This design comes from an exercise in tuning for small area, a short achievable clock period and few clock cycles per item on the open sky130 flow, not from production work. RTL that was checked went through simulation tests only; none was proved equivalent to the original. No functional check of the RTL was part of runs 2 to 4. Power is estimated from default activity; no workload was simulated.

==> design/flow/run.sh <==
#!/bin/bash
# synth_recipe.tcl (not shown) runs the flow's synth.tcl, then flattens the netlist and writes it again
# the make line also repeats each setting of config.mk as NAME=value (left out here)
make -C /OpenROAD-flow-scripts/flow DESIGN_CONFIG=/design/flow/config.mk WORK_HOME=/design/flow/orfs CLKGATE_MAP_FILE= SYNTH_SCRIPT=/design/flow/synth_recipe.tcl finish
==> design/flow/config.mk <==
export PLATFORM = sky130hd
export DESIGN_NAME = MIPS_DLX
export DESIGN_NICKNAME = MIPS_DLX
export VERILOG_FILES = /design/flow/design.v
export SDC_FILE = /design/flow/constraint.sdc
export NUM_CORES = 8
export LEC_CHECK = 0
export CAP_MARGIN = 20
export CORE_MARGIN = 2
export CORE_UTILIZATION = 40
export SLEW_MARGIN = 20
==> design/flow/constraint.sdc <==
create_clock -name core_clock -period 9.0 [get_ports {clock}]
set_input_delay 1.8000 -clock core_clock [delete_from_list [all_inputs] [get_ports {clock}]]
set_output_delay 1.8000 -clock core_clock [all_outputs]
set_load 0.01 [all_outputs]
==> design/flow/design.v <==
`timescale 1ps / 1ps
module adder(
							in_a,
							in_b,
							sum
							);
parameter width = 10;
input  [width-1:0]in_a;
input  [width-1:0]in_b;
output [width-1:0]sum;
assign sum = in_a + in_b;
endmodule
`timescale 1ps / 1ps
module mux_2to1(in_a,in_b,sel,out);
parameter bus_size = 10;
input [bus_size-1:0]in_a;
input [bus_size-1:0]in_b;
input sel;
output reg [bus_size-1:0]out;
always@(sel,in_a,in_b)
begin
	case (sel)
	1'b0: out = in_a;
	1'b1: out = in_b;
	endcase
end
endmodule
`timescale 1ns / 1ps
module mux_3to1(in_a,in_b,in_c,sel,out);
parameter bus_size = 10;
input [bus_size-1:0]in_a;
input [bus_size-1:0]in_b;
input [bus_size-1:0]in_c;
input [1:0]sel;
output reg [bus_size-1:0]out;
always@(sel,in_a,in_b, in_c)
begin
	case (sel)
	2'b00: out = in_a;	
	2'b10: out = in_b;
	2'b01: out = in_c;
	default: out = in_a;
	endcase
end
endmodule
`timescale 1ps / 1ps
module PC(
					input clock,
					input reset,
					input PC_write,
					input [9:0] PC_new,			 
					output reg [9:0]PC_current		 
					);
always@ (posedge clock)
begin
	if(reset)
		PC_current<=0;
	else if(PC_write)
		PC_current<=PC_new;
	else
		PC_current<=PC_current;
end
endmodule
`timescale 1ns / 1ps
module instruction_fetch(
												input clock,
												input reset,
												input PC_sel,
												input jump_sel,
												input PC_write,
												input [9:0] branch_address,
												input [9:0] jump_address,
												input [31:0] imem_data,
												output [9:0] imem_addr,
												output [31:0]instruc,
												output [9:0]PC_current
												);
wire [9:0] PC;
wire [9:0] PC_plus_1;
assign imem_addr = PC_current;
assign instruc = imem_data;
mux_3to1 #(10) mux_PC (
    .in_a(PC_plus_1),
    .in_b(branch_address),
    .in_c(jump_address),
    .sel({PC_sel,jump_sel}),
    .out(PC)
    );
PC pc_reg(
					.clock(clock),
					.reset(reset),
					.PC_write(PC_write),
					.PC_new(PC),			 
					.PC_current(PC_current)		 
					 );
adder #(10) add_1(
									.in_a(PC_current),
									.in_b(10'b1),
									.sum(PC_plus_1)
									 );
endmodule
`timescale 1ns / 1ps
module IF_ID(
							input clock,
							input reset,
							input [31:0]instruc_in,
							input [9:0]PC_plus_1_in,
							input IF_ID_write,
							input branch_taken,
							input jump_sel,
							output reg[31:0]instruc_out,
							output reg[9:0]PC_plus_1_out
							);
always@(posedge clock)
begin
	if(reset || branch_taken || jump_sel)  
		begin
			instruc_out <= 0;
			PC_plus_1_out <= 0;
		end
	else
		begin
			if(!IF_ID_write)
				begin
					instruc_out <= instruc_out;
					PC_plus_1_out <= PC_plus_1_out;
				end
			else
				begin
					instruc_out <= instruc_in;
					PC_plus_1_out <= PC_plus_1_in;  
				end
		end
end
endmodule
`timescale 1ns / 1ps
module comparer(a,b,cmp_out);
parameter BUS_SIZE = 10;
input [BUS_SIZE-1:0] a,b;
output cmp_out;
assign cmp_out = (a == b);
endmodule
`timescale 1ns / 1ps
module branch_logic(
							input [1:0] DE_control,
							input cmp,
							output reg PC_sel
							);
always @(*)
PC_sel = ((DE_control[0] ~^ cmp) & DE_control[1]);
endmodule
`timescale 1ps / 1ps
module control_unit(input [5:0] opcode,
							output reg [1:0] DE_control,	 
							output reg [3:0] EX_control,	 
							output reg [1:0] M_control,	 
							output reg [1:0] WB_control	 
    );
always@(opcode)
begin
	case (opcode)
	6'b100011:  
		begin
			EX_control = 4'b0100;
			M_control = 2'b10;
			WB_control = 2'b10;
			DE_control = 2'b00;
		end
	6'b101011:   
		begin
			EX_control = 4'b0100;
			M_control = 2'b01;
			WB_control = 2'b00;
			DE_control = 2'b00;
		end
	6'b000100:  
		begin
			EX_control = 4'b0001;
			M_control = 2'b00;
			WB_control = 2'b00;
			DE_control = 2'b11;
		end
	6'b000101:  
		begin
			EX_control = 4'b0001;
			M_control = 2'b00;
			WB_control = 2'b00;
			DE_control = 2'b10;
		end
	6'b000000:  
		begin
			EX_control = 4'b1010;
			M_control = 2'b00;
			WB_control = 2'b11;
			DE_control = 2'b00;
		end
	6'b001000,  
	6'b001100,  
	6'b001010,  
	6'b001101,  
	6'b001110:  
		begin
			EX_control = 4'b0111;  
			M_control = 2'b00;
			WB_control = 2'b11;
			DE_control = 2'b00;
		end
	default:
		begin
			EX_control = 4'b0000;
			M_control = 2'b00;
			WB_control = 2'b00;
			DE_control = 2'b00;
		end
	endcase
end
endmodule
`timescale 1ns / 1ps
module jump_decode(
											input [5:0] opcode,
											output reg jump_sel
										);
always@(opcode)
begin
	case (opcode)
	6'b000010:  
		begin
			jump_sel = 1;
		end
	default:
		begin
			jump_sel = 0;
		end
	endcase
end
endmodule
`timescale 1ps / 1ps
module register_bank(input reg_write,
							input clock,
							input [4:0] ra,
							input [4:0] rb,
							input [4:0] rw,
							input [31:0] busw,
							output [31:0] bus_a,
							output [31:0] bus_b
    );
reg [31:0] registro[1:31];  
wire write_ok = reg_write && (rw != 0);
assign bus_a = (ra == 0) ? 32'b0 : (write_ok && (rw == ra)) ? busw : registro[ra];
assign bus_b = (rb == 0) ? 32'b0 : (write_ok && (rw == rb)) ? busw : registro[rb];
always @(posedge clock)
	begin
		if(write_ok)
			registro[rw] <= busw;
	end
endmodule
`timescale 1ps / 1ps
module instruction_decode(
									input [31:0] instruc,
									input clock,
									input [9:0] current_PC,
									input [4:0] rw,
									input reg_write,
									input [31:0] busw,
									input mux_ctrl_signal_sel,
									output [3:0] EX_control,
									output [1:0] M_control,
									output [1:0] WB_control,
									output [31:0] bus_a,
									output [31:0] bus_b,
									output reg [31:0] immed_ext,
									output [9:0] branch_address,
									output [9:0] jump_address,
									output branch_sel, 
									output jump_sel,
									output is_branch
									);
always @(instruc)  
begin
	if(instruc[31:28] == 4'b0011)
		immed_ext = {16'b0,{instruc[15:0]}};
	else
		immed_ext = {{16{instruc[15]}},{instruc[15:0]}};
end
wire cmp_out;
wire [1:0] DE_control;
wire branch_out;
wire jump_out;
comparer #(32) branch_cmp(
														.a(bus_a),
														.b(bus_b),
														.cmp_out(cmp_out)
														);
branch_logic branch_log(
							.DE_control(DE_control),
							.cmp(cmp_out),
							.PC_sel(branch_out)
							);
adder #(10) add(
								.in_a(current_PC),
								.in_b(immed_ext[9:0]),
								.sum(branch_address)
								 );
register_bank registers(
							.reg_write(reg_write),
							.clock(clock),
							.ra(instruc[25:21]),
							.rb(instruc[20:16]),
							.rw(rw),
							.busw(busw),
							.bus_a(bus_a),
							.bus_b(bus_b)
    );
wire [3:0] EX_control_out;
wire [1:0] M_control_out;
wire [1:0] WB_control_out;
control_unit ctrl_unit( .opcode(instruc[31:26]),
							.DE_control(DE_control),
							.EX_control(EX_control_out),
							.M_control(M_control_out),
							.WB_control(WB_control_out)
    );
wire [7:0] control;
mux_2to1 #(8) mux_ctrl_signal (
    .in_a(8'b0),
    .in_b({EX_control_out,M_control_out,WB_control_out}),
    .sel(mux_ctrl_signal_sel),
    .out(control)
    );
assign EX_control = control[7:4];
assign M_control = control[3:2];
assign WB_control = control[1:0];
jump_decode jump_decode (
													 .opcode(instruc[31:26]),
													 .jump_sel(jump_out)
													 );
assign jump_address = instruc[9:0];
assign is_branch = DE_control[1];
assign branch_sel = branch_out & mux_ctrl_signal_sel;
assign jump_sel = jump_out & mux_ctrl_signal_sel;
endmodule
`timescale 1ns / 1ps
module ID_EX(
							input clock,
							input reset,
							input [3:0] EX_control_in,
							input [1:0] M_control_in,
							input [1:0] WB_control_in,
							input [31:0] bus_a_in,
							input [31:0] bus_b_in,
							input [31:0] immed_ext_in,
							input [31:0] instruc_in,
							output reg [3:0] EX_control_out,
							output reg [1:0] M_control_out,
							output reg [1:0] WB_control_out,
							output reg [31:0] bus_a_out,
							output reg [31:0] bus_b_out,
							output reg [31:0] immed_ext_out,
							output reg [31:0] instruc_out
							);
always@(posedge clock)
	begin
		if(reset)
			begin
				EX_control_out <= 0;
				M_control_out <= 0;
				WB_control_out <= 0;
				bus_a_out <= 0;
				bus_b_out <= 0;
				immed_ext_out <= 0;
				instruc_out <= 0;
			end
		else
			begin
				EX_control_out <= EX_control_in;
				M_control_out <= M_control_in;
				WB_control_out <= WB_control_in;
				bus_a_out <= bus_a_in;
				bus_b_out <= bus_b_in;
				immed_ext_out <= immed_ext_in;
				instruc_out <= instruc_in;
			end
	end
endmodule
`timescale 1ps / 1ps
module alu(a,b,op,rdo,zero);
	parameter b_dat = 32;
	parameter b_op = 4;
	input [b_dat-1:0] a,b;
	output [b_dat-1:0] rdo; 
	output zero ; 
	input [b_op-1:0] op ; 
	wire [b_dat:0] resultado;
	assign resultado = funcion_alu(a,b,op);
	assign rdo = resultado[b_dat-1:0]; 
	assign zero = bandera_Z(rdo) ; 
function [b_dat:0] funcion_alu; 
	input [b_dat-1:0] a,b ;
	input [b_op-1:0] op ; 
	case ( op ) 
		4'b0010: funcion_alu = a + b;
		4'b0110: funcion_alu = a - b;
		4'b0000: funcion_alu = a & b;
		4'b0001: funcion_alu = a | b;
		4'b0011: funcion_alu = {1'b0,~(a | b)}; 
		4'b0100: funcion_alu = a ^ b;
		4'b1100: funcion_alu = $signed(a) >>> b;
		4'b1010: funcion_alu = a >> b;
		4'b0101: funcion_alu = a << b;
		4'b1001: funcion_alu = $signed(a) << b[4:0];
		4'b1011: funcion_alu = a >> b[4:0];
		4'b1101: funcion_alu = $signed(a) >>> b[4:0];
		4'b1110: funcion_alu = $unsigned(a) + $unsigned(b);
		4'b1111: funcion_alu = $unsigned(a) - $unsigned(b);
		4'b0111: funcion_alu = $signed(a) < $signed(b);
		4'b1000: funcion_alu = $unsigned(a) < $unsigned(b);
		default : begin
			funcion_alu = {b_dat+1{1'b0}};
			$display("Operacion Ilegal Detectada!!"); 
		end
	endcase
endfunction
function bandera_Z ; 
	input [b_dat-1:0] res ;
	begin
		bandera_Z = (res == {b_dat+1{1'b0}});
	end 
endfunction 
endmodule
`timescale 1ps / 1ps
module ALU_ctrl(input [5:0] op,
					input [5:0] funct,
					input [1:0] ALU_op,
					output reg [3:0] ALU_ctrl
    );
always@(op, funct, ALU_op)
begin
	casez({funct,ALU_op})
	8'b??????00:  
		begin
			ALU_ctrl = 4'b0010;
		end
	8'b??????01:  
		begin
			ALU_ctrl = 4'b0110;
		end
	8'b??????11:  
		begin
			case (op)
			6'b001100: ALU_ctrl = 4'b0000;	 
			6'b001101: ALU_ctrl = 4'b0001;		 
			6'b001110: ALU_ctrl = 4'b0100;	 
			6'b001010: ALU_ctrl = 4'b0111;	 
			default:   ALU_ctrl = 4'b0010;	 
			endcase
		end
	8'b10000010:  
		begin
			ALU_ctrl = 4'b0010;
		end
	8'b10001010:  
		begin
			ALU_ctrl = 4'b0110;
		end
	8'b10010010:  
		begin
			ALU_ctrl = 4'b0000;
		end
	8'b10010110:  
		begin
			ALU_ctrl = 4'b0001;
		end
	8'b10101010:  
		begin
			ALU_ctrl = 4'b0111;
		end
	8'b00010010:  
		begin
			ALU_ctrl = 4'b1001;
		end
	8'b10011110:  
		begin
			ALU_ctrl = 4'b0011;
		end
	8'b10011010:  
		begin
			ALU_ctrl = 4'b0100;
		end
	8'b00011010:  
		begin
			ALU_ctrl = 4'b1011;
		end
	8'b00011110:  
		begin
			ALU_ctrl = 4'b1101;
		end
	8'b00000010:  
		begin
			ALU_ctrl = 4'b0101;
		end
	8'b00001010:  
		begin
			ALU_ctrl = 4'b1010;
		end
	8'b00001110:  
		begin
			ALU_ctrl = 4'b1100;
		end
	8'b10000110:  
		begin
			ALU_ctrl = 4'b1110;
		end
	8'b10001110:  
		begin
			ALU_ctrl = 4'b1111;
		end
	8'b10101110:  
		begin
			ALU_ctrl = 4'b1000;
		end
	default:
		begin
			ALU_ctrl = 4'b0000; 
		end
	endcase
end
endmodule
`timescale 1ps / 1ps
module execution( 
									input  [3:0] EX_control,
									input  [1:0] sel_a_forwarding,
									input  [1:0] sel_b_forwarding,
									input [31:0] bus_a,
									input [31:0] bus_b,
									input	[31:0] alu_out_forwarded,
									input	[31:0] bus_w_forwarded,
									input [31:0] immed_ext,
									input [31:0] instruc,
									output zero,
									output [31:0] ALU_out,
									output [31:0] data_write,  
									output [4:0] WB_register  
									);
wire [3:0] ALU_ctrl;
wire [31:0] ALU_a;
wire [31:0] ALU_b;
wire [31:0] mux_b_mux;
assign data_write=mux_b_mux;
alu ALU(
				.a(ALU_a),
				.b(ALU_b),
				.op(ALU_ctrl),
				.rdo(ALU_out),
				.zero(zero)
				);
mux_3to1 #(32) mux_op_a (
													 .in_a(bus_a), 
													 .in_b(alu_out_forwarded), 
													 .in_c(bus_w_forwarded), 
													 .sel(sel_a_forwarding), 
													 .out(ALU_a)
													 );
mux_3to1 #(32) mux_op_b (
													 .in_a(bus_b), 
													 .in_b(alu_out_forwarded), 
													 .in_c(bus_w_forwarded), 
													 .sel(sel_b_forwarding), 
													 .out(mux_b_mux)
													 );
mux_2to1 #(32) mux_alu_src (
														.in_a(mux_b_mux),
														.in_b(immed_ext),
														.sel(EX_control[2]), 
														.out(ALU_b)
														 );
mux_2to1 #(5) mux_reg_dst (
														.in_a(instruc[20:16]),
														.in_b(instruc[15:11]),
														.sel(EX_control[3]),
														.out(WB_register)
														 );
ALU_ctrl alu_ctrl(
								.op(instruc[31:26]),
								.funct(instruc[5:0]),
								.ALU_op(EX_control[1:0]),
								.ALU_ctrl(ALU_ctrl)
								);
endmodule
`timescale 1ns / 1ps
module EX_MEM(
								input clock,
								input reset,
								input [1:0] M_control_in,
								input [1:0] WB_control_in,
								input [31:0] ALU_out_in,
								input [31:0] data_write_in,
								input [4:0] rw_in,
								output reg [1:0] M_control_out,
								output reg [1:0] WB_control_out,
								output reg [31:0] ALU_out_out,
								output reg [31:0] data_write_out,
								output reg [4:0] rw_out
								);
always@(posedge clock)
	begin
		if(reset)
			begin
				M_control_out <= 0;
				WB_control_out <= 0;
				ALU_out_out <= 0;
				data_write_out <= 0;
				rw_out <= 0;
			end
		else
			begin
				M_control_out <= M_control_in;
				WB_control_out <= WB_control_in;
				ALU_out_out <= ALU_out_in;
				data_write_out <= data_write_in;
				rw_out <= rw_in;
			end
	end
endmodule
`timescale 1ns / 1ps
module data_memory(
						input [1:0]M_control,
						input [31:0]data_write,
						input [31:0]ALU_out,	 
						input [31:0]dmem_rdata,
						output [9:0]dmem_addr,
						output [31:0]dmem_wdata,
						output dmem_we,
						output [31:0]data_from_mem,
						output [31:0]data_from_ALU
    );
assign data_from_ALU=ALU_out;  
assign dmem_addr = ALU_out[9:0];
assign dmem_wdata = data_write;
assign dmem_we = M_control[0];  
assign data_from_mem = dmem_rdata;
endmodule
`timescale 1ns / 1ps
module MEM_WB(
									input clock,
									input reset,
									input [1:0] WB_control_in,
									input [31:0] data_from_mem_in,
									input [31:0] data_from_ALU_in,
									input [4:0] rw_in,
									output reg[1:0] WB_control_out,
									output reg[31:0] data_from_mem_out,
									output reg[31:0] data_from_ALU_out,
									output reg [4:0] rw_out
									);
always@(posedge clock)
	begin
		if(reset)
			begin
				WB_control_out <= 0;
				data_from_mem_out <= 0;
				data_from_ALU_out <= 0;
				rw_out <= 0;
			end
		else
			begin
				WB_control_out <= WB_control_in;
				data_from_mem_out <= data_from_mem_in;
				data_from_ALU_out <= data_from_ALU_in;
				rw_out <= rw_in;
			end
	end
endmodule
`timescale 1ns / 1ps
module write_back(
						input WB_control,
						input [31:0]data_from_mem,
						input [31:0]data_from_ALU,
						output [31:0]bus_w
    );
mux_2to1 #(32) mux (
	.in_a(data_from_mem),
	.in_b(data_from_ALU),
	.sel(WB_control),
	.out(bus_w)
    );
endmodule
`timescale 1ns / 1ps
module forwarding_unit(input [4:0] rt,
							  input [4:0] rs,
							  input [4:0] rw_EX_MEM,
							  input [4:0] rw_MEM_WB,
							  input reg_write_MEM_ctrl,
							  input write_reg_WB_ctrl,
							  output reg [1:0] mux_ALU_a,
							  output reg [1:0] mux_ALU_b);
	always @ (*)
	begin
		if(reg_write_MEM_ctrl
		&& (rw_EX_MEM !=0)
		&& (rw_EX_MEM == rs))
			mux_ALU_a = 2'b10;
		else if(write_reg_WB_ctrl
				&& (rw_MEM_WB !=0)
				&& (rw_MEM_WB == rs))
					mux_ALU_a = 2'b01;
		else
			mux_ALU_a = 2'b00;
		if(reg_write_MEM_ctrl
			&& (rw_EX_MEM !=0)
			&& (rw_EX_MEM == rt))
			mux_ALU_b = 2'b10;
		else if(write_reg_WB_ctrl
			&& (rw_MEM_WB !=0)
			&& (rw_MEM_WB == rt))
			mux_ALU_b = 2'b01;
		else
			mux_ALU_b = 2'b00;
	end
endmodule
`timescale 1ns / 1ps
module hazard_detection_unit(input mem_read_MEM_ctrl,
										input [4:0] rs_IF_ID,
										input [4:0] rt_IF_ID,
										input [4:0] rt_ID_EX,
										input is_branch,
										input reg_write_EX,
										input [4:0] rw_EX,
										input reg_write_MEM,
										input [4:0] rw_MEM,
										output reg PC_write,
										output reg mux_ctrl_signal_sel,
										output reg IF_ID_write
										);
wire branch_hazard = is_branch
	&& ((reg_write_EX && (rw_EX != 0) && ((rw_EX == rs_IF_ID) || (rw_EX == rt_IF_ID)))
	|| (reg_write_MEM && (rw_MEM != 0) && ((rw_MEM == rs_IF_ID) || (rw_MEM == rt_IF_ID))));
always @ *
begin
	if( (mem_read_MEM_ctrl
	&& ((rt_ID_EX == rs_IF_ID)
	||(rt_ID_EX == rt_IF_ID)))
	|| branch_hazard)
		begin
			PC_write = 0;
			mux_ctrl_signal_sel = 0;
			IF_ID_write = 0;
		end
	else
		begin
			PC_write = 1;
			mux_ctrl_signal_sel = 1;
			IF_ID_write = 1;
		end
end
endmodule
`timescale 1ns / 1ps
module MIPS_DLX(
									input clock,
									input reset,
									output [9:0] imem_addr,
									input [31:0] imem_data,
									output [9:0] dmem_addr,
									output [31:0] dmem_wdata,
									output dmem_we,
									input [31:0] dmem_rdata
									);
wire [31:0] instruc;
wire [9:0] PC_plus_1;
wire [9:0] branch_address;
wire [9:0] jump_address;
wire PC_sel;
wire jump_sel;
wire PC_write;
instruction_fetch IF_instance (
														.clock(clock),
														.reset(reset),
														.PC_sel(PC_sel),
														.jump_sel(jump_sel),
														.PC_write(PC_write),
														.branch_address(branch_address),
														.jump_address(jump_address),
														.imem_data(imem_data),
														.imem_addr(imem_addr),
														.instruc(instruc),
														.PC_current(PC_plus_1)
														);
wire [31:0] instruc_latch_IF_ID;
wire [9:0] PC_plus_1_latch;
wire IF_ID_write;
IF_ID IF_ID_latch(
								.clock(clock),
								.reset(reset),
								.instruc_in(instruc),
								.IF_ID_write(IF_ID_write),
								.branch_taken(PC_sel),
								.jump_sel(jump_sel),
								.PC_plus_1_in(PC_plus_1),
								.instruc_out(instruc_latch_IF_ID),
								.PC_plus_1_out(PC_plus_1_latch)
								);
wire [31:0] bus_a, bus_b, immed_ext;
wire [3:0]EX_control;
wire [1:0]M_control;
wire [1:0]WB_control;
wire [31:0] busw;
wire [4:0] rw_latch_MEM_WB;
wire [1:0] WB_control_latch_MEM_WB;
wire mux_ctrl_signal_sel;
wire branch_stall;
wire is_branch;
instruction_decode ID_instance(
									.instruc(instruc_latch_IF_ID),
									.clock(clock),
									.rw(rw_latch_MEM_WB),
									.current_PC(PC_plus_1_latch),
									.busw(busw),
									.mux_ctrl_signal_sel(mux_ctrl_signal_sel),
									.reg_write(WB_control_latch_MEM_WB[1]),
									.EX_control(EX_control),
									.M_control(M_control),
									.WB_control(WB_control),
									.bus_a(bus_a),
									.bus_b(bus_b),
									.immed_ext(immed_ext),
									.branch_address(branch_address),
									.jump_address(jump_address),
									.branch_sel(PC_sel),
									.jump_sel(jump_sel),
									.is_branch(is_branch)
    );
wire [31:0] instruc_latch_ID_EX;
wire [31:0] bus_a_latch, bus_b_latch, immed_ext_latch;
wire [3:0]EX_control_latch;
wire [1:0]M_control_latch_ID_EX;
wire [1:0]WB_control_latch_ID_EX;
ID_EX ID_EX_latch (
									.clock(clock),
									.reset(reset),
									.EX_control_in(EX_control),
									.M_control_in(M_control),
									.WB_control_in(WB_control),
									.bus_a_in(bus_a),
									.bus_b_in(bus_b),
									.immed_ext_in(immed_ext),
									.instruc_in(instruc_latch_IF_ID),
									.EX_control_out(EX_control_latch),
									.M_control_out(M_control_latch_ID_EX),
									.WB_control_out(WB_control_latch_ID_EX),
									.bus_a_out(bus_a_latch),
									.bus_b_out(bus_b_latch),
									.immed_ext_out(immed_ext_latch),
									.instruc_out(instruc_latch_ID_EX)
									);
wire [31:0] data_write;
wire [31:0]ALU_out;
wire [31:0] ALU_out_latch;
wire [4:0] rw;
wire [1:0] forward_sel_a;
wire [1:0] forward_sel_b;
execution EX_instance (
							 .EX_control(EX_control_latch),
							 .sel_a_forwarding(forward_sel_a),
							 .sel_b_forwarding(forward_sel_b),
							 .bus_a(bus_a_latch),
							 .bus_b(bus_b_latch),
							 .alu_out_forwarded(ALU_out_latch),
							 .bus_w_forwarded(busw),
							 .immed_ext(immed_ext_latch),
							 .instruc(instruc_latch_ID_EX),
							 .zero(),
							 .ALU_out(ALU_out),
							 .data_write(data_write),
							 .WB_register(rw)
							 );
wire [31:0] data_write_latch;
wire [1:0] M_control_latch_EX_MEM;
wire [1:0] WB_control_latch_EX_MEM;
wire [4:0] rw_latch_EX_MEM;
EX_MEM EX_MEM_latch (
												.clock(clock),
												.reset(reset),
												.M_control_in(M_control_latch_ID_EX),
												.WB_control_in(WB_control_latch_ID_EX),
												.ALU_out_in(ALU_out),
												.data_write_in(data_write),
												.rw_in(rw),
												.M_control_out(M_control_latch_EX_MEM),
												.WB_control_out(WB_control_latch_EX_MEM),
												.ALU_out_out(ALU_out_latch),
												.data_write_out(data_write_latch),
												.rw_out(rw_latch_EX_MEM)
												);
wire[31:0]data_from_mem;
wire[31:0]data_from_ALU;
data_memory DM_instance(
													.M_control(M_control_latch_EX_MEM),
													.data_write(data_write_latch),
													.ALU_out(ALU_out_latch),	 
													.dmem_rdata(dmem_rdata),
													.dmem_addr(dmem_addr),
													.dmem_wdata(dmem_wdata),
													.dmem_we(dmem_we),
													.data_from_mem(data_from_mem),
													.data_from_ALU(data_from_ALU)
													);
wire[31:0] data_from_mem_latch;
wire[31:0] data_from_ALU_latch;
MEM_WB MEM_WB_latch  (
													.clock(clock),
													.reset(reset),
													.WB_control_in(WB_control_latch_EX_MEM),
													.data_from_mem_in(data_from_mem),
													.data_from_ALU_in(data_from_ALU),
													.rw_in(rw_latch_EX_MEM),
													.WB_control_out(WB_control_latch_MEM_WB),
													.data_from_mem_out(data_from_mem_latch),
													.data_from_ALU_out(data_from_ALU_latch),
													.rw_out(rw_latch_MEM_WB)
													);
write_back WB_instance(
												.WB_control(WB_control_latch_MEM_WB[0]),
												.data_from_mem(data_from_mem_latch),
												.data_from_ALU(data_from_ALU_latch),
												.bus_w(busw)
												);
forwarding_unit forward_unit (
														 .rt(instruc_latch_ID_EX[20:16]),
														 .rs(instruc_latch_ID_EX[25:21]),
														 .rw_EX_MEM(rw_latch_EX_MEM),
														 .rw_MEM_WB(rw_latch_MEM_WB),
														 .reg_write_MEM_ctrl(WB_control_latch_EX_MEM[1]),
														 .write_reg_WB_ctrl(WB_control_latch_MEM_WB[1]),
														 .mux_ALU_a(forward_sel_a),
														 .mux_ALU_b(forward_sel_b)
														 );
hazard_detection_unit hazard_detection_unit (
																					 .mem_read_MEM_ctrl(M_control_latch_ID_EX[1]),
																					 .rs_IF_ID(instruc_latch_IF_ID[25:21]),
																					 .rt_IF_ID(instruc_latch_IF_ID[20:16]),
																					 .rt_ID_EX(instruc_latch_ID_EX[20:16]),
																					 .is_branch(is_branch),
																					 .reg_write_EX(WB_control_latch_ID_EX[1]),
																					 .rw_EX(rw),
																					 .reg_write_MEM(WB_control_latch_EX_MEM[1]),
																					 .rw_MEM(rw_latch_EX_MEM),
																					 .PC_write(PC_write),
																					 .mux_ctrl_signal_sel(mux_ctrl_signal_sel),
																					 .IF_ID_write(IF_ID_write)
																					 );
endmodule
==> run_results.csv, run 1 <==
group,metric,value,unit
outcome,status,"finished clean",
sta,slew_violations,0,
hold_path,hold_class,"register to register",
hold_path,hold_depth,1,
place,gp_congestion,1.07,
place,dp_hpwl,162000,um
synth,synthTopCellsByCount,"edfxtp_1, mux4_2, nor2_1",
synth,synthFlopType,"edfxtp_1",
job,maxCapViolCount,0,
global_route,grt.total_usage,28.3,%
synth,syn_avg_cell_area,13.4,um2
sta,report.final.hold_viol_count,0,
synth,syn_area,69200,um2
global_route,antenna_found_initial,13,
sta,hold_ws,0.444,ns
clock_tree,clock-root-buffer,"clkbuf_16",
clock_tree,clock_latency,0.82,ns
worst_setup_path,reg2reg_from,"MEM_WB_latch.rw_out[4]$_SDFF_PP0_",
synth,yosys-top-cells-area,"edfxtp_1, mux4_2, dfxtp_1, mux2i_1, nor2_1",
floorplanning,die_area,176000,um2
hold_path,worstHoldStart,"EX_MEM_latch.WB_control_out[0]$_SDFF_PP0_",
hold_path,min_to,"MEM_WB_latch.WB_control_out[0]$_SDFF_PP0_",
synth,yosysTopAreaCellShare,43.1,%
pwr,switchingPower,4.63,mW
finish,finish.utilization,45.5,%
detailed_routing,firstDrtPassIters,6,
place,io_buffers,118,
detailed_routing,viasPerCell,6.46,
finish,drive_gt1_share,20.3,%
worst_setup_path,start_kind,"register",
sta,period_needed,7.85,ns
worst_setup_path,endpoint_kind,"register",
floorplanning,num_io_pins,119,
synth,syn-num-nets,5327,
floorplanning,core_area,172000,um2
floorplanning,rows,152,
synth,ys_types,94,
pwr,pwr-share-comb,18.6,%
pwr,peakVddDrop,0.000189,V
global_route,grt_remaining_overflow,0,
synth,synth-edff-count,992,
clock_tree,numCtsBuffers,144,
global_route,first_global_vias,47505,
floorplanning,die_w,420,um
finish,syn2layout_area_growth,13.1,%
worst_setup_path,crit_path_max_fanout,32,
worst_setup_path,path_class,"register to register",
clock_tree,cts_tree,"yes",
pwr,power.density,204,nW/um2
clock_tree,path_clk_slew,0.06,ns
clock_tree,cts.sink_count,1302,
detailed_routing,drtIter0Drc,7174,
detailed_routing,vias,49056,
detailed_routing,wl_per_cell,33.2,um
clock_tree,cts_resized,0,
detailed_routing,drtAntennaViolNets,0,
finish,nets,5341,
synth,yosys_warnings,19,
synth,ys_seq_elements,1302,
clock_tree,cts_hold_buf,0,
sta,setup_viol,0,
worst_setup_path,rr_worst_depth,20,
sta,timing.final.crit_share,87.2,%
sta,timing.fmax,0.127,GHz
sta,tightest_slew,1.23,ns
pwr,p_int,11.3,mW
floorplanning,fp.dieH,420,um
synth,yosysSeqAreaShare,52.0,%
worst_setup_path,critPathArrivalTime,8.47,ns
clock_tree,cts_buffer_depth,3,
synth,ys_async_sr_fraction,0,%
worst_setup_path,reg2reg_to,"EX_MEM_latch.ALU_out_out[25]$_SDFF_PP0_",
sta,rsz0062_at_grt,"false",
synth,synth_cells,5149,
pwr,p_total,15.9,mW
global_route,grt_max_degree,90,
floorplanning,start_util,40.3,%
sta,clock_skew,0.0376,ns
pwr,pwr-share-seq,42.8,%
global_route,grt_pass1_wl,356000,um
pwr,clkPwrFrac,38.6,%
pwr,leakage,26.4,nW
worst_setup_path,worstPathRequired,9.63,ns
clock_tree,post_cts_buffers,0,
detailed_routing,drc_errors,0,
synth,yosysMostFrequentCell,"edfxtp_1",
worst_setup_path,regToRegSetupSlack,1.15,ns
detailed_routing,routed_wl,252000,um
synth,synth_top_cell_by_area,"edfxtp_1",
sta,tns,0,ns
sta,slew_headroom,17.8,%
clock_tree,cts_max_level,4,
pwr,swShare,29.1,%
-- stage by stage --
| step | cells | setup slack (ns) | instance area [um2] |
|---|---|---|---|
| floorplan | 5149 | 2.74 | 69200 |
| global placement | 7325 | 1.59 | 73300 |
| detailed placement | 7326 | 1.39 | 73300 |
| CTS | 7587 | 1.36 | 78100 |
| global route | 7589 | 0.877 | 78200 |
| finish | 7594 | 1.15 | 78200 |
-- sequential cells by signal, indices dropped and copies added, names as in the netlist, 5 cells and up, named ones only --
name,cells
ID_EX_latch.instruc_out,17
EX_MEM_latch.rw_out,5
IF_ID_latch.instruc_out,32
MEM_WB_latch.data_from_mem_out,32
EX_MEM_latch.ALU_out_out,32
ID_EX_latch.bus_a_out,32
MEM_WB_latch.data_from_ALU_out,32
ID_instance.registers.registro,992
IF_instance.pc_reg.PC_current,10
ID_EX_latch.bus_b_out,32
IF_ID_latch.PC_plus_1_out,10
EX_MEM_latch.data_write_out,32
ID_EX_latch.immed_ext_out,16
MEM_WB_latch.rw_out,5
-- worst max path at each step --
stage,from,end,slack [ns],cells after the start
2_1_floorplan,MEM_WB_latch.WB_control_out[0]$_SDFF_PP0_,EX_MEM_latch.ALU_out_out[31]$_SDFF_PP0_,2.74,22
3_3_place_gp,MEM_WB_latch.rw_out[3]$_SDFF_PP0_,EX_MEM_latch.ALU_out_out[25]$_SDFF_PP0_,1.59,20
3_5_place_dp,MEM_WB_latch.rw_out[4]$_SDFF_PP0_,EX_MEM_latch.ALU_out_out[25]$_SDFF_PP0_,1.39,20
4_1_cts,MEM_WB_latch.rw_out[4]$_SDFF_PP0_,EX_MEM_latch.ALU_out_out[25]$_SDFF_PP0_,1.36,20
5_1_grt,MEM_WB_latch.rw_out[2]$_SDFF_PP0_,EX_MEM_latch.ALU_out_out[25]$_SDFF_PP0_,0.88,20
6_report,MEM_WB_latch.rw_out[4]$_SDFF_PP0_,EX_MEM_latch.ALU_out_out[25]$_SDFF_PP0_,1.15,20
-- routing by layer --
metal / vias to the layer above / share of wire [%] / GRT usage (%) / wire (um)
met5: - / 0.023 / 0 / 57
met4: 8 / 5.4 / 13.2 / 13500
met3: 628 / 9.1 / 5.77 / 22900
met2: 2832 / 47 / 45.3 / 118000
met1: 25242 / 39 / 37.0 / 97800
li1: 20346 / - / - / -
-- placed cells by master, fill, tap and decap left out, types with 17 or more instances in the layout --
cell type,n
edfxtp_1,992
mux4_2,550
nor2_1,382
mux2i_1,345
dfxtp_1,300
a21oi_1,221
o21ai_0,218
nand2_1,216
buf_4,159
clkbuf_16,151
inv_1,117
clkdlybuf4s50_1,117
a211oi_1,114
nor2b_1,110
ha_1,109
and2_1,79
nor3_1,75
xnor2_1,72
nand3_1,57
nand2b_1,49
o221ai_1,45
o31ai_1,41
mux2_2,41
o22ai_1,38
clkbuf_1,38
xor2_1,36
nor2_4,33
a31oi_1,30
and3_1,25
a22oi_1,25
o21bai_1,24
o211ai_1,23
clkinv_1,21
o21a_1,21
a21o_1,19
nor4_1,18
nand4_1,17
o32ai_1,17
bufinv_16,17
-- cell families after synthesis --
family	count (synthesis)	share of synthesized area, %
and+or+nand+nor	1136	7.86
xor gates and xnor gates	108	1.37
buffers and inverters	543	3.21
DFF	1302	52.0
adders and majority gates	112	2.06
AOI/OAI and AO/OA	1008	9.82
muxes	940	23.6
-- worst max-delay path: stages, from the launching register on --
cell	delay, ns
dfxtp_1	0.60
or3_1	0.47
o31ai_1	0.12
buf_4	0.20
or4_1	0.56
or2_2	0.59
o221ai_1	0.60
inv_1	0.15
ha_1	0.41
o21ai_0	0.13
nand2b_1	0.18
a2111oi_0	0.81
o41ai_1	0.20
buf_4	0.20
a31oi_1	0.39
a21oi_1	0.27
and3_1	0.27
a31oi_1	0.21
nor2_1	0.13
a2111oi_0	0.95
a221oi_1	0.18
-- power groups by stage --
stage | logic (mW) | clock network (mW) | registers (mW)
floorplan | 1.91 | 0 | 6.77
global placement | 2.87 | 0 | 6.93
detailed placement | 2.86 | 0 | 6.93
CTS | 2.87 | 6.21 | 6.80
global route | 3.10 | 6.44 | 6.81
finish | 2.97 | 6.15 | 6.81
-- layout make-up --
class                           instances  area, um2
Tap cell                             2310       2890
Multi-Input combinational cell       3304      31300
Fill cell                           15130      93500
Antenna cell                            6       15.0
Sequential cell                      1302      36000
Timing Repair Buffer                  288       2600
Clock inverter                         69        887
Clock buffer                          192       3960
Inverter                              123        462
Testbench counts, summed over its fixed seeds: cycles 176,310, instrs 122,234.
==> run 2, diff against run 1 <==
==> design/flow/design.v (replaced) <==
`timescale 1ns / 1ps
module register_bank(
	input clock,
	input we,
	input [4:0] wa,
	input [31:0] wd,
	input [4:0] ra,
	input [4:0] rb,
	output reg [31:0] qa,
	output reg [31:0] qb
	);
reg [31:0] r [1:31];
genvar g;
generate
	for (g = 1; g < 32; g = g + 1) begin : wr
		always @(posedge clock)
			if (we && wa == g)
				r[g] <= wd;
	end
endgenerate
integer i;
always @* begin
	qa = 32'b0;
	qb = 32'b0;
	for (i = 1; i < 32; i = i + 1) begin
		qa = qa | ({32{ra == i}} & r[i]);
		qb = qb | ({32{rb == i}} & r[i]);
	end
end
endmodule
`timescale 1ns / 1ps
module alu(
	input [31:0] a,
	input [31:0] b,       
	input [31:0] sh_b,    
	input sub,
	input sel_add,
	input sel_logic,
	input sel_shift,
	input sel_slt,
	input [1:0] lop,
	input sltu,
	input sleft,
	input sarith,
	input sfull,
	output [31:0] sum,
	output [31:0] y
	);
wire [31:0] bx = b ^ {32{sub}};
wire [32:0] s33 = {1'b0, a} + {1'b0, bx} + {32'b0, sub};
assign sum = s33[31:0];
wire lt = sltu ? ~s33[32] : ((a[31] ^ b[31]) ? a[31] : s33[31]);
reg [31:0] lg;
always @* begin
	case (lop)
		2'b00: lg = a & b;
		2'b01: lg = a | b;
		2'b10: lg = a ^ b;
		default: lg = ~(a | b);
	endcase
end
wire fill = sarith & a[31];
wire big = sfull & (|sh_b[31:5]);
reg [31:0] xin, xout;
integer k;
always @* begin
	for (k = 0; k < 32; k = k + 1)
		xin[k] = sleft ? a[31-k] : a[k];
end
wire [63:0] xs = {{32{fill}}, xin} >> sh_b[4:0];
always @* begin
	for (k = 0; k < 32; k = k + 1)
		xout[k] = sleft ? xs[31-k] : xs[k];
end
wire [31:0] shr = big ? {32{fill}} : xout;
assign y = ({32{sel_add}} & sum)
         | ({32{sel_logic}} & lg)
         | ({32{sel_shift}} & shr)
         | {31'b0, sel_slt & lt};
endmodule
`timescale 1ns / 1ps
module MIPS_DLX(
	input clock,
	input reset,
	output [9:0] imem_addr,
	input [31:0] imem_data,
	output [9:0] dmem_addr,
	output [31:0] dmem_wdata,
	output dmem_we,
	input [31:0] dmem_rdata
	);
reg        e_wen;           
reg [4:0]  e_wa;
reg        e_load, e_store, e_br, e_bne, e_pt;
reg [9:0]  e_alt;           
reg [31:0] e_a, e_b;
reg [15:0] e_imm;
reg        e_useimm, e_sext;
reg        e_sub, e_sadd, e_slog, e_ssh, e_sslt, e_sltu, e_sleft, e_sarith, e_sfull;
reg [1:0]  e_lop;
wire [31:0] e_bop = e_useimm ? {{16{e_sext & e_imm[15]}}, e_imm} : e_b;
wire [31:0] alu_sum, alu_y;
alu ALU (
	.a(e_a), .b(e_bop), .sh_b(e_b),
	.sub(e_sub), .sel_add(e_sadd), .sel_logic(e_slog), .sel_shift(e_ssh), .sel_slt(e_sslt),
	.lop(e_lop), .sltu(e_sltu), .sleft(e_sleft), .sarith(e_sarith), .sfull(e_sfull),
	.sum(alu_sum), .y(alu_y)
	);
assign dmem_addr  = alu_sum[9:0];
assign dmem_wdata = e_b;
assign dmem_we    = e_store;
wire [31:0] e_res = e_load ? dmem_rdata : alu_y;
wire e_taken = e_bne ^ (e_a == e_b);
wire mispredict = e_br & (e_taken ^ e_pt);
reg [9:0] pc;
assign imem_addr = pc;
wire [31:0] ins = imem_data;
wire [5:0] op = ins[31:26];
wire [4:0] rs = ins[25:21];
wire [4:0] rt = ins[20:16];
wire [4:0] rd = ins[15:11];
wire [5:0] fn = ins[5:0];
wire d_rtype = ~op[5] & ~op[3] & ~op[2] & ~op[1];
wire d_j     = ~op[5] & ~op[3] & ~op[2] &  op[1];
wire d_br    = ~op[5] & ~op[3] &  op[2];
wire d_immal = ~op[5] &  op[3];
wire d_load  =  op[5] & ~op[3];
wire d_store =  op[5] &  op[3];
wire [4:0] d_wa = d_rtype ? rd : rt;
wire d_wen = (d_rtype | d_immal | d_load) & (d_wa != 5'd0);
wire valid = ~mispredict;
wire [31:0] rf_a, rf_b;
register_bank RF (
	.clock(clock),
	.we(e_wen), .wa(e_wa), .wd(e_res),
	.ra(rs), .rb(rt),
	.qa(rf_a), .qb(rf_b)
	);
wire byp_a = e_wen & (e_wa == rs);
wire byp_b = e_wen & (e_wa == rt);
wire [31:0] d_a = byp_a ? e_res : rf_a;
wire [31:0] d_b = byp_b ? e_res : rf_b;
wire [9:0] pc_inc = pc + 10'd1;
wire [9:0] pc_br  = pc + ins[9:0];
wire d_pt = ins[9] | (op[0] ^ (rs == rt));
reg [9:0] pc_next;
always @* begin
	if (mispredict)            pc_next = e_alt;
	else if (d_j)              pc_next = ins[9:0];
	else if (d_br & d_pt)      pc_next = pc_br;
	else                       pc_next = pc_inc;
end
always @(posedge clock) begin
	if (reset)
		pc <= 10'd0;
	else
		pc <= pc_next;
end
always @(posedge clock) begin
	if (reset) begin
		e_wen   <= 1'b0;
		e_load  <= 1'b0;
		e_store <= 1'b0;
		e_br    <= 1'b0;
	end else begin
		e_wen   <= valid & d_wen;
		e_load  <= valid & d_load;
		e_store <= valid & d_store;
		e_br    <= valid & d_br;
	end
end
always @(posedge clock) begin
	e_wa     <= d_wa;
	e_bne    <= op[0];
	e_pt     <= d_pt;
	e_alt    <= d_pt ? pc_inc : pc_br;
	e_a      <= d_a;
	e_b      <= d_b;
	e_imm    <= ins[15:0];
	e_useimm <= ~d_rtype;
	e_sext   <= ~(d_immal & op[2]);
	e_sub    <= d_rtype ? fn[1] : (d_immal & ~op[2] & op[1]);
	e_sadd   <= d_rtype ? (fn[5] & ~fn[3] & ~fn[2]) : ~(d_immal & (op[2] | op[1]));
	e_slog   <= d_rtype ? (fn[5] & ~fn[3] & fn[2]) : (d_immal & op[2]);
	e_ssh    <= d_rtype & ~fn[5];
	e_sslt   <= d_rtype ? (fn[5] & fn[3]) : (d_immal & ~op[2] & op[1]);
	e_lop    <= d_rtype ? fn[1:0] : op[1:0];
	e_sltu   <= d_rtype & fn[0];
	e_sleft  <= ~fn[1];
	e_sarith <= fn[0];
	e_sfull  <= ~fn[2];
end
endmodule
==> run_results.csv, run 2 <==
group,metric,value,unit
synth,yosysMostFrequentCell,"edfxtp_1",
finish,largestRegisters,"RF.r (992), e_a (32), e_b (32)",
floorplanning,start_util,40.2,%
clock_tree,numCtsBuffers,109,
pwr,power.density,228,nW/um2
detailed_routing,top_layer,"met5",
finish,drive_gt1_share,12.3,%
clock_tree,cts_hold_buf,0,
sta,period_needed,6.29,ns
detailed_routing,routed_wl,275000,um
worst_setup_path,cp_top_family,"compound AO/OA/AOI/OAI gates",
synth,synth_simple_gate_area_share,9.66,%
detailed_routing,vias,48049,
clock_tree,post_cts_buffers,0,
clock_tree,cts_tree,"yes",
pwr,p_int,9.97,mW
worst_setup_path,path_class,"register to register",
synth,synthMuxAreaShare,4.55,%
detailed_routing,drtAntennaViolNets,0,
global_route,grt.total_usage,37.9,%
finish,syn2layout_area_growth,14.6,%
worst_setup_path,cp_cell_sequence,"nand2_1 > nand2_1 > o21ai_0 > xnor2_1 > ha_1 > nand2_1 > a211o_1 > a31oi_1 > o21ai_0 > o2111a_1 > o41ai_2 > inv_1",
clock_tree,cts_resized,0,
worst_setup_path,cpMostUsedCell,"nand2_1",
clock_tree,cts.sink_count,1115,
detailed_routing,drc_errors,0,
pwr,pwr-share-seq,45.3,%
detailed_routing,wl_met2,113000,um
worst_setup_path,cp_slowest_cell,"o41ai_2",
synth,yosysSeqAreaShare,58.5,%
synth,synth_cells,4564,
detailed_routing,drtIter0Drc,10116,
sta,tns,0,ns
floorplanning,rows,136,
finish,final_cell_mix,"edfxtp_1, a22oi_1, nand2_1",
outcome,status,"finished clean",
sta,slew_headroom,16.9,%
global_route,grt_pass1_wl,370000,um
worst_setup_path,critical_path.max_stage_delay,0.98,ns
floorplanning,core_area,137000,um2
sta,timing.fmax,0.159,GHz
synth,synth_top_family_by_area,"compound AO/OA/AOI/OAI gates",
finish,regMostFlops,"RF.r",
worst_setup_path,endpoint_kind,"register",
synth,yosys-top-cells-area,"edfxtp_1, a22oi_1, dfxtp_1, nand2_1, ha_1",
global_route,antenna_found_initial,13,
worst_setup_path,worstPathRequired,9.27,ns
sta,timing.final.crit_share,69.9,%
synth,synth_top_cell_by_area,"edfxtp_1",
synth,yosysTopAreaCellShare,54.0,%
synth,synth-edff-count,992,
detailed_routing,wl_met1,89800,um
floorplanning,die_area,141000,um2
sta,setup_viol,0,
global_route,first_global_vias,45122,
clock_tree,clock_latency,0.75,ns
pwr,peakVddDrop,0.000165,V
place,gp_congestion,0.996,
detailed_routing,wl_per_cell,42.1,um
detailed_routing,viasPerCell,7.35,
finish,largest_reg_flops,992,
worst_setup_path,critPathArrivalTime,6.56,ns
detailed_routing,firstDrtPassIters,13,
synth,ys_seq_elements,1115,
detailed_routing,met3_length,46600,um
synth,syn_avg_cell_area,12.1,um2
worst_setup_path,crit_path_max_fanout,31,
synth,synthFlopType,"edfxtp_1",
finish,mostFrequentLayoutCell,"edfxtp_1",
finish,nets,4814,
synth,synth-xor-area-share,1.79,%
synth,synth_compound_area_share,19.8,%
pwr,clkPwrFrac,33.6,%
sta,rsz0062_at_grt,"false",
job,maxCapViolCount,0,
sta,report.final.hold_viol_count,0,
synth,synthTopCellsByCount,"edfxtp_1, a22oi_1, nand2_1",
synth,syn-num-nets,4737,
floorplanning,num_io_pins,119,
finish,fillers,12363,
pwr,p_total,14.4,mW
worst_setup_path,path_buf_inv,1,
synth,synth_adder_area_share,2.46,%
pwr,swShare,30.9,%
synth,ys_async_sr_fraction,0,%
sta,tightest_slew,1.24,ns
global_route,grt_remaining_overflow,0,
synth,yosys_warnings,4,
floorplanning,die_w,375,um
synth,syn_area,55100,um2
place,io_buffers,117,
global_route,grt_max_degree,59,
clock_tree,cts_max_level,3,
clock_tree,cts_buffer_depth,3,
pwr,leakage,21.8,nW
pwr,pwr-share-comb,21.1,%
worst_setup_path,start_kind,"register",
synth,ys_types,98,
hold_path,hold_class,"register to register",
clock_tree,path_clk_slew,0.06,ns
place,dp_hpwl,159000,um
sta,slew_violations,0,
clock_tree,clock-root-buffer,"clkbuf_16",
sta,clock_skew,0.0434,ns
pwr,switchingPower,4.45,mW
floorplanning,fp.dieH,375,um
[run 2: tightest hold or removal path, cell delays in order, from the launching register on]
cell and delay (ns):
dfxtp_1 0.30, nand2b_1 0.06, o22ai_1 0.07
[run 2: per-stage QoR]
step | cell area (um2) | cells | setup WS [ns] | util, % | hold WS, ns
CTS | 63100 | 6527 | 2.97 | 46.0 | 0.469
detailed placement | 59400 | 6323 | 3.04 | 43.3 | 0.463
finish | 63200 | 6534 | 2.71 | 46.1 | 0.472
global placement | 59400 | 6322 | 3.04 | 43.3 | 0.451
global route | 63200 | 6529 | 2.57 | 46.1 | 0.510
floorplan | 55100 | 4564 | 3.85 | - | 0.446
[run 2: logic make-up after synthesis]
logic type	after synthesis
mux	187
buf+inv	460
xor+xnor	112
compound gates	1473
flops	1115
fa+ha+maj	107
simple gates	1110
[run 2: path summary, 6_finish.rpt]
path                     startpoint                      to  slack [ns]  depth (start not counted)
hold reg to reg    e_alt[1]$_DFF_P_        pc[1]$_SDFF_PP0_        0.47                          2
setup reg to reg  e_imm[15]$_DFF_P_  RF.r[16][25]$_DFFE_PP_        2.71                         12
hold / removal     e_alt[1]$_DFF_P_        pc[1]$_SDFF_PP0_        0.47                          2
setup / recovery  e_imm[15]$_DFF_P_  RF.r[16][25]$_DFFE_PP_        2.71                         12
[run 2: area by class of cell]
| class | count | area, um2 | area share (%) |
|---|---|---|---|
| Antenna cell | 6 | 15.0 | 0.0238 |
| Clock buffer | 125 | 2930 | 4.63 |
| Clock inverter | 79 | 817 | 1.29 |
| Inverter | 140 | 526 | 0.832 |
| Multi-Input combinational cell | 2989 | 21900 | 34.7 |
| Sequential cell | 1115 | 32300 | 51.1 |
| Tap cell | 1794 | 2240 | 3.55 |
| Timing Repair Buffer | 286 | 2480 | 3.93 |
[run 2: metal layers]
metal	GRT usage, %	vias up
met1	44.9	23031
met5	0	-
met2	54.9	4987
met3	17.0	1554
li1	-	18463
met4	26.0	14
[run 2: power by group through the flow]
stage | registers (mW) | clock network (mW) | logic (mW)
3_3_place_gp | 6.63 | 0 | 2.89
2_1_floorplan | 6.53 | 0 | 1.68
4_1_cts | 6.52 | 4.82 | 2.91
3_5_place_dp | 6.63 | 0 | 2.90
6_report | 6.53 | 4.84 | 3.05
5_1_grt | 6.54 | 5.03 | 3.19
==> run 3, diff against run 2 <==
--- a/design/flow/config.mk
+++ b/design/flow/config.mk
@@ -5,7 +5,9 @@
 export SDC_FILE = /design/flow/constraint.sdc
 export NUM_CORES = 8
 export LEC_CHECK = 0
+export ABC_CLOCK_PERIOD_IN_PS = 4000
 export CAP_MARGIN = 20
 export CORE_MARGIN = 2
 export CORE_UTILIZATION = 40
+export SETUP_SLACK_MARGIN = 5
 export SLEW_MARGIN = 20
==> run_results.csv, run 3 <==
group,metric,value,unit
clock_tree,cts_tree,"yes",
place,dp_hpwl,161000,um
floorplanning,core_area,137000,um2
synth,ys_async_sr_fraction,0,%
finish,seqCellArea,32300,um2
synth,yosysTopAreaCellShare,54.0,%
detailed_routing,firstDrtPassIters,14,
global_route,grt_remaining_overflow,0,
sta,setup_viol,0,
worst_setup_path,critical_path.max_stage_delay,0.42,ns
pwr,pwr-share-seq,42.1,%
clock_tree,clock_latency,0.74,ns
pwr,swShare,31.5,%
worst_setup_path,endpoint_kind,"output port",
detailed_routing,routed_wl,287000,um
detailed_routing,top_layer,"met5",
detailed_routing,wl_per_cell,42.4,um
worst_setup_path,path_buf_inv,2,
worst_setup_path,cp_cell_sequence,"buf_12 > mux2i_4 > nor2_2 > a21oi_2 > fa_2 > nor2b_4 > o31a_1 > a221o_1 > a21oi_2 > xnor2_2 > buf_4",
clock_tree,cts_max_level,3,
finish,largestRegisters,"RF.r (992), e_a (32), e_b (32)",
synth,syn_avg_cell_area,12.1,um2
global_route,grt_max_degree,47,
finish,largest_reg_flops,992,
detailed_routing,vias,50627,
finish,fin_cells,6756,
pwr,leakage,23.3,nW
worst_setup_path,worstPathRequired,7.20,ns
finish,mostFrequentLayoutCell,"edfxtp_1",
job,maxCapViolCount,0,
global_route,antenna_found_initial,13,
detailed_routing,wl_met2,116000,um
floorplanning,die_area,141000,um2
synth,ys_seq_elements,1115,
worst_setup_path,path_class,"register to output port",
sta,slew_violations,0,
pwr,peakVddDrop,0.000159,V
finish,drive_gt1_share,20.5,%
hold_path,hold_class,"register to register",
detailed_routing,met3_length,49600,um
synth,syn_area,55100,um2
floorplanning,num_io_pins,119,
pwr,switchingPower,4.88,mW
detailed_routing,wl_met1,91700,um
pwr,p_int,10.6,mW
synth,yosysMostFrequentCell,"edfxtp_1",
worst_setup_path,cp_slowest_cell,"dfxtp_4",
sta,slew_headroom,19.9,%
sta,rsz0062_at_grt,"true",
clock_tree,cts.sink_count,1115,
global_route,grt.total_usage,38.8,%
sta,hold_ws,0.466,ns
finish,nets,5033,
worst_setup_path,start_kind,"register",
worst_setup_path,critPathArrivalTime,3.29,ns
place,gp_congestion,1.03,
worst_setup_path,crit_path_max_fanout,5,
floorplanning,fp.dieH,375,um
floorplanning,start_util,40.2,%
pwr,power.density,229,nW/um2
synth,yosys_warnings,4,
global_route,first_global_vias,46381,
worst_setup_path,cpMostUsedCell,"a21oi_2",
synth,synth-edff-count,992,
detailed_routing,viasPerCell,7.49,
clock_tree,path_clk_slew,0.06,ns
worst_setup_path,cp_top_family,"compound AO/OA/AOI/OAI gates",
synth,ys_types,98,
finish,final_cell_mix,"edfxtp_1, a22oi_1, nand2_1",
clock_tree,cts_buffer_depth,3,
synth,synthTopCellsByCount,"edfxtp_1, a22oi_1, nand2_1",
sta,timing.fmax,0.197,GHz
synth,synth_cells,4564,
place,io_buffers,117,
synth,synth_top_cell_by_area,"edfxtp_1",
detailed_routing,drtIter0Drc,10614,
floorplanning,rows,136,
synth,synthFlopType,"edfxtp_1",
pwr,clkPwrFrac,31.6,%
synth,yosys-top-cells-area,"edfxtp_1, a22oi_1, dfxtp_1, nand2_1, ha_1",
finish,regMostFlops,"RF.r",
sta,period_needed,5.09,ns
place,place_inst,6318,
finish,syn2layout_area_growth,22.3,%
sta,clock_skew,0.0339,ns
clock_tree,clock-root-buffer,"clkbuf_16",
finish,fin_area,67500,um2
finish,multi_input_area,23500,um2
sta,tns,0,ns
detailed_routing,drtAntennaViolNets,0,
finish,fillers,11869,
sta,timing.final.crit_share,56.5,%
floorplanning,die_w,375,um
outcome,status,"finished clean",
place,place_area,59400,um2
sta,report.final.hold_viol_count,0,
sta,tightest_slew,1.20,ns
global_route,grt_pass1_wl,380000,um
clock_tree,numCtsBuffers,110,
pwr,pwr-share-comb,26.2,%
synth,syn-num-nets,4737,
synth,yosysSeqAreaShare,58.5,%
detailed_routing,drc_errors,0,
-- run 3: worst register-to-register path, stage by stage, from the launching register on --
cell and delay [ns]:
dfxtp_4 0.39, buf_12 0.14, buf_12 0.13, buf_12 0.12, buf_12 0.12, buf_6 0.13, clkbuf_16 0.18, mux2i_4 0.21
xnor2_2 0.18, ha_4 0.34, and2_4 0.16, nand3_2 0.09, a211o_1 0.24, a31oi_1 0.15, buf_4 0.21, o21ai_4 0.09
o2111a_1 0.26, o41ai_4 0.40, buf_12 0.21, clkinvlp_4 0.21
-- run 3: path summary, 6_finish.rpt --
| kind | startpoint | end | slack [ns] | cells past startpoint |
|---|---|---|---|---|
| worst max-delay path | e_useimm$_DFF_P_ | dmem_addr[8] | 3.91 | 11 |
| worst min-delay path | e_alt[0]$_DFF_P_ | pc[0]$_SDFF_PP0_ | 0.47 | 2 |
| worst max register to register | e_useimm$_DFF_P_ | RF.r[23][25]$_DFFE_PP_ | 4.72 | 19 |
| worst min register to register | e_alt[0]$_DFF_P_ | pc[0]$_SDFF_PP0_ | 0.47 | 2 |
-- run 3: power groups by stage --
stage / logic [mW] / clock network, mW / registers, mW
detailed placement: 2.89 / 0 / 6.64
floorplan: 1.71 / 0 / 6.53
CTS: 3.39 / 4.87 / 6.51
global route: 4.17 / 5.06 / 6.52
global placement: 2.86 / 0 / 6.63
finish: 4.06 / 4.90 / 6.52
-- run 3: what timing repair did --
action	in CTS	in global routing
hold buffers	0	0
buffers inserted	115	64
cloned	27	16
setup endpoints to repair	915	696
gates resized for setup	294	232
pin swaps	62	58
-- run 3: cell type report --
cell class / instances / area share, %
clock inverter: 70 / 1.19
timing repair inverter: 25 / 0.278
sequential: 1115 / 47.8
inverter: 140 / 0.868
multi-input combinational: 2994 / 34.9
clock buffer: 135 / 4.41
tap: 1794 / 3.33
timing repair buffer: 474 / 7.15
antenna: 9 / 0.0334
-- run 3: cells by family (layout without fill, tap and decap cells) --
kind of cell / count (synthesis) / in the layout / share of synthesized area (%)
xor+xnor: 112 / 112 / 1.79
simple gates: 1110 / 1110 / 9.66
buf+inv: 460 / 844 / 3.29
compound gates: 1473 / 1478 / 19.8
mux: 187 / 187 / 4.55
other cells: 0 / 9 / 0
flops: 1115 / 1115 / 58.5
fa+ha+maj: 107 / 107 / 2.46
-- run 3: through the flow --
step | utilization, % | power (mW) | setup WS (ns)
floorplan | - | 8.24 | 4.72
global route | 49.2 | 15.8 | 3.84
CTS | 47.8 | 14.8 | 3.82
detailed placement | 43.3 | 9.53 | 3.04
finish | 49.2 | 15.5 | 3.91
global placement | 43.3 | 9.50 | 3.06
-- run 3: metal layers --
| layer | vias up | global-route usage (%) |
|---|---|---|
| met2 | 5696 | 56.0 |
| li1 | 18929 | - |
| met1 | 24227 | 45.8 |
| met3 | 1747 | 16.8 |
| met5 | - | 0.858 |
| met4 | 28 | 28.5 |
==> run 4, diff against run 3 <==
--- a/design/flow/config.mk
+++ b/design/flow/config.mk
@@ -8,6 +8,7 @@
 export ABC_CLOCK_PERIOD_IN_PS = 4000
 export CAP_MARGIN = 20
 export CORE_MARGIN = 2
-export CORE_UTILIZATION = 40
+export CORE_UTILIZATION = 50
+export CTS_BUF_LIST = sky130_fd_sc_hd__clkbuf_8
 export SETUP_SLACK_MARGIN = 5
 export SLEW_MARGIN = 20
==> run_results.csv, run 4 <==
group,metric,value,unit
worst_setup_path,crit_start,"e_useimm$_DFF_P_",
sta,report.final.hold_viol_count,0,
pwr,p_total,15.4,mW
sta,setup_viol,0,
finish,syn2layout_area_growth,22.6,%
synth,ys_seq_elements,1115,
hold_path,hold_class,"register to register",
synth,yosysTopAreaCellShare,54.0,%
floorplanning,start_util,50.5,%
finish,mostFrequentLayoutCell,"edfxtp_1",
clock_tree,cts.sink_count,1115,
finish,regMostFlops,"RF.r",
floorplanning,die_area,113000,um2
detailed_routing,routed_wl,295000,um
floorplanning,rows,121,
worst_setup_path,crit_path_max_fanout,6,
pwr,leakage,23.8,nW
place,place_area,59100,um2
sta,timing.final.crit_share,58.8,%
finish,largestRegisters,"RF.r (992), e_a (32), e_b (32)",
global_route,grt.total_usage,50.8,%
detailed_routing,wl_per_cell,44.4,um
clock_tree,cts_max_level,4,
place,pre_cts_slack,2.84,ns
global_route,grt_remaining_overflow,0,
worst_setup_path,reg2reg_from,"e_useimm$_DFF_P_",
place,place_inst,6009,
detailed_routing,drtIter0Drc,10841,
global_route,grt_pass1_wl,389000,um
worst_setup_path,reg2reg_to,"RF.r[15][25]$_DFFE_PP_",
finish,drive_gt1_share,22.6,%
synth,synth_cells,4564,
clock_tree,cts_tree,"yes",
finish,final_cell_mix,"edfxtp_1, a22oi_1, nand2_1",
place,dp_hpwl,160000,um
synth,synthFlopType,"edfxtp_1",
hold_path,min_to,"pc[0]$_SDFF_PP0_",
worst_setup_path,regToRegSetupSlack,4.52,ns
synth,yosys_warnings,4,
detailed_routing,drc_errors,0,
finish,fillers,8551,
place,gp_congestion,1.04,
synth,syn_area,55100,um2
global_route,grt_max_degree,52,
synth,yosysSeqAreaShare,58.5,%
sta,tns,0,ns
finish,fin_area,67600,um2
finish,fin_cells,6643,
synth,synthTopCellsByCount,"edfxtp_1, a22oi_1, nand2_1",
global_route,antenna_found_initial,15,
worst_setup_path,endpoint_kind,"output port",
sta,slew_headroom,21.2,%
worst_setup_path,critPathArrivalTime,3.49,ns
clock_tree,clock_latency,0.91,ns
synth,ys_async_sr_fraction,0,%
clock_tree,numCtsBuffers,181,
sta,hold_ws,0.465,ns
synth,yosys-top-cells-area,"edfxtp_1, a22oi_1, dfxtp_1, nand2_1, ha_1",
worst_setup_path,start_kind,"register",
worst_setup_path,worstPathRequired,7.20,ns
detailed_routing,viasPerCell,7.76,
synth,syn-num-nets,4737,
finish,nets,5177,
clock_tree,cts_buffer_depth,3,
place,io_buffers,117,
synth,yosysMostFrequentCell,"edfxtp_1",
global_route,first_global_vias,47418,
hold_path,worstHoldStart,"e_alt[0]$_DFF_P_",
worst_setup_path,path_class,"register to output port",
outcome,status,"finished clean",
sta,tightest_slew,1.18,ns
floorplanning,num_io_pins,119,
hold_path,hold_depth,2,
floorplanning,fp.dieH,336,um
detailed_routing,drtAntennaViolNets,0,
detailed_routing,vias,51544,
synth,ys_types,98,
sta,slew_violations,0,
sta,period_needed,5.29,ns
pwr,peakVddDrop,0.000136,V
detailed_routing,firstDrtPassIters,16,
sta,layout_setup_ws,3.71,ns
sta,clock_skew,0.0447,ns
clock_tree,path_clk_slew,0.06,ns
worst_setup_path,rr_worst_depth,23,
synth,synth_top_cell_by_area,"edfxtp_1",
sta,timing.fmax,0.189,GHz
clock_tree,cts_hold_buf,0,
synth,syn_avg_cell_area,12.1,um2
job,maxCapViolCount,0,
finish,largest_reg_flops,992,
pwr,power.density,228,nW/um2
sta,rsz0062_at_grt,"true",
synth,synth-edff-count,992,
finish,finish.utilization,61.9,%
floorplanning,core_area,109000,um2
floorplanning,die_w,336,um
clock_tree,clock-root-buffer,"clkbuf_8",
[run 4: cell types whose count changed in the layout (fill, tap and decap cells not counted), sizes merged]
cell,delta
buf,+65
bufinv,-10
clkbuf,+54
clkdlybuf4s15,-4
clkdlybuf4s50,-1
clkinv,+26
clkinvlp,+2
diode,+8
dlygate4sd2,+3
dlymetal6s2s,+3
inv,+60
nand3,+1
o32a,-2
[run 4: layer usage]
metal	part of all wire [%]	global-route usage [%]
met3	18	25.8
met5	0.25	2.51
met4	10	37.8
met1	32	59.5
met2	40	70.9
[run 4: timing repair]
action / CTS / global route
setup buffers: 184 / 52
pin swaps: 92 / 65
resized for setup: 377 / 205
cloned: 29 / 23
endpoints found under the setup margin: 1047 / 712
[run 4: layout make-up]
type	instances	area [um2]	share of cell area, %
Antenna cell	17	42.5	0.0629
Clock buffer	191	2630	3.89
Clock inverter	138	828	1.23
Inverter	140	604	0.894
Multi-Input combinational cell	2993	23600	34.9
Sequential cell	1115	32300	47.8
Tap cell	1476	1850	2.73
Timing Repair Buffer	538	5510	8.16
Timing Repair inverter	35	279	0.413
[run 4: worst max path at each step]
stage / to / cells after the start
2_1_floorplan: dmem_addr[8] / 11
6_report: dmem_addr[5] / 12
3_5_place_dp: RF.r[13][25]$_DFFE_PP_ / 12
4_1_cts: dmem_addr[7] / 12
5_1_grt: dmem_addr[5] / 12
3_3_place_gp: RF.r[23][25]$_DFFE_PP_ / 12
[run 4: power breakdown]
part	internal (mW)	leakage (nW)	switching, mW
clock	2.15	1.96	2.17
combinational	1.72	11.9	2.82
sequential	6.30	9.98	0.229
[run 4: worst max-delay path, stage by stage (launching register included)]
cell      delay (ns)
dfxtp_4         0.37
buf_12          0.14
mux2i_4         0.27
xnor2_2         0.09
ha_1            0.33
buf_6           0.11
buf_6           0.09
buf_6           0.09
nand4b_1        0.14
and3b_2         0.28
o21bai_1        0.19
xor2_1          0.27
buf_2           0.19
[run 4: kinds of logic (layout without fill, tap and decap cells)]
logic type	count (synthesis)	after routing	share of synthesized area [%]
flip-flops	1115	1115	58.5
XOR/XNOR	112	112	1.79
buffers and inverters	460	1042	3.29
multiplexers	187	187	4.55
adder cells (fa/ha/maj)	107	107	2.46
AO/OA/AOI/OAI	1473	1476	19.8
other	0	17	0
AND/OR/NAND/NOR	1110	1111	9.66

## separate check: timing with driven ports
The results above use ideal ports. As a check the final layouts listed here were re-extracted and re-timed, cells and wires unchanged. Step 1: set_driving_cell puts a clkbuf_16 on clock and a buf_2 on each other input, an assumption about the parent block. Step 2 moves the port delays by t, midway between the first and last clock arrival at a register: inputs arrive t later, outputs are due t later. That takes back most of the time a late clock gives input paths. Slacks: ideal ports / drivers / drivers and shift; pairs: ideal ports / drivers.
run	shift t [ns]	setup WS [ns]	hold WS [ns]	worst setup path at the end	pins driven straight from the clock port
run 1	0.887	1.155 / 1.155 / 1.155	0.444 / 0.444 / 0.444	register to register	1
run 2	0.813	2.708 / 2.708 / 2.708	0.472 / 0.472 / 0.472	register to register	1
run 3	0.803	3.912 / 3.837 / 4.072	0.466 / 0.466 / 0.466	input to register	1
run 4	0.958	3.707 / 3.639 / 3.850	0.465 / 0.465 / 0.465	input to register	1
After both steps setup and hold are still met in every run listed.
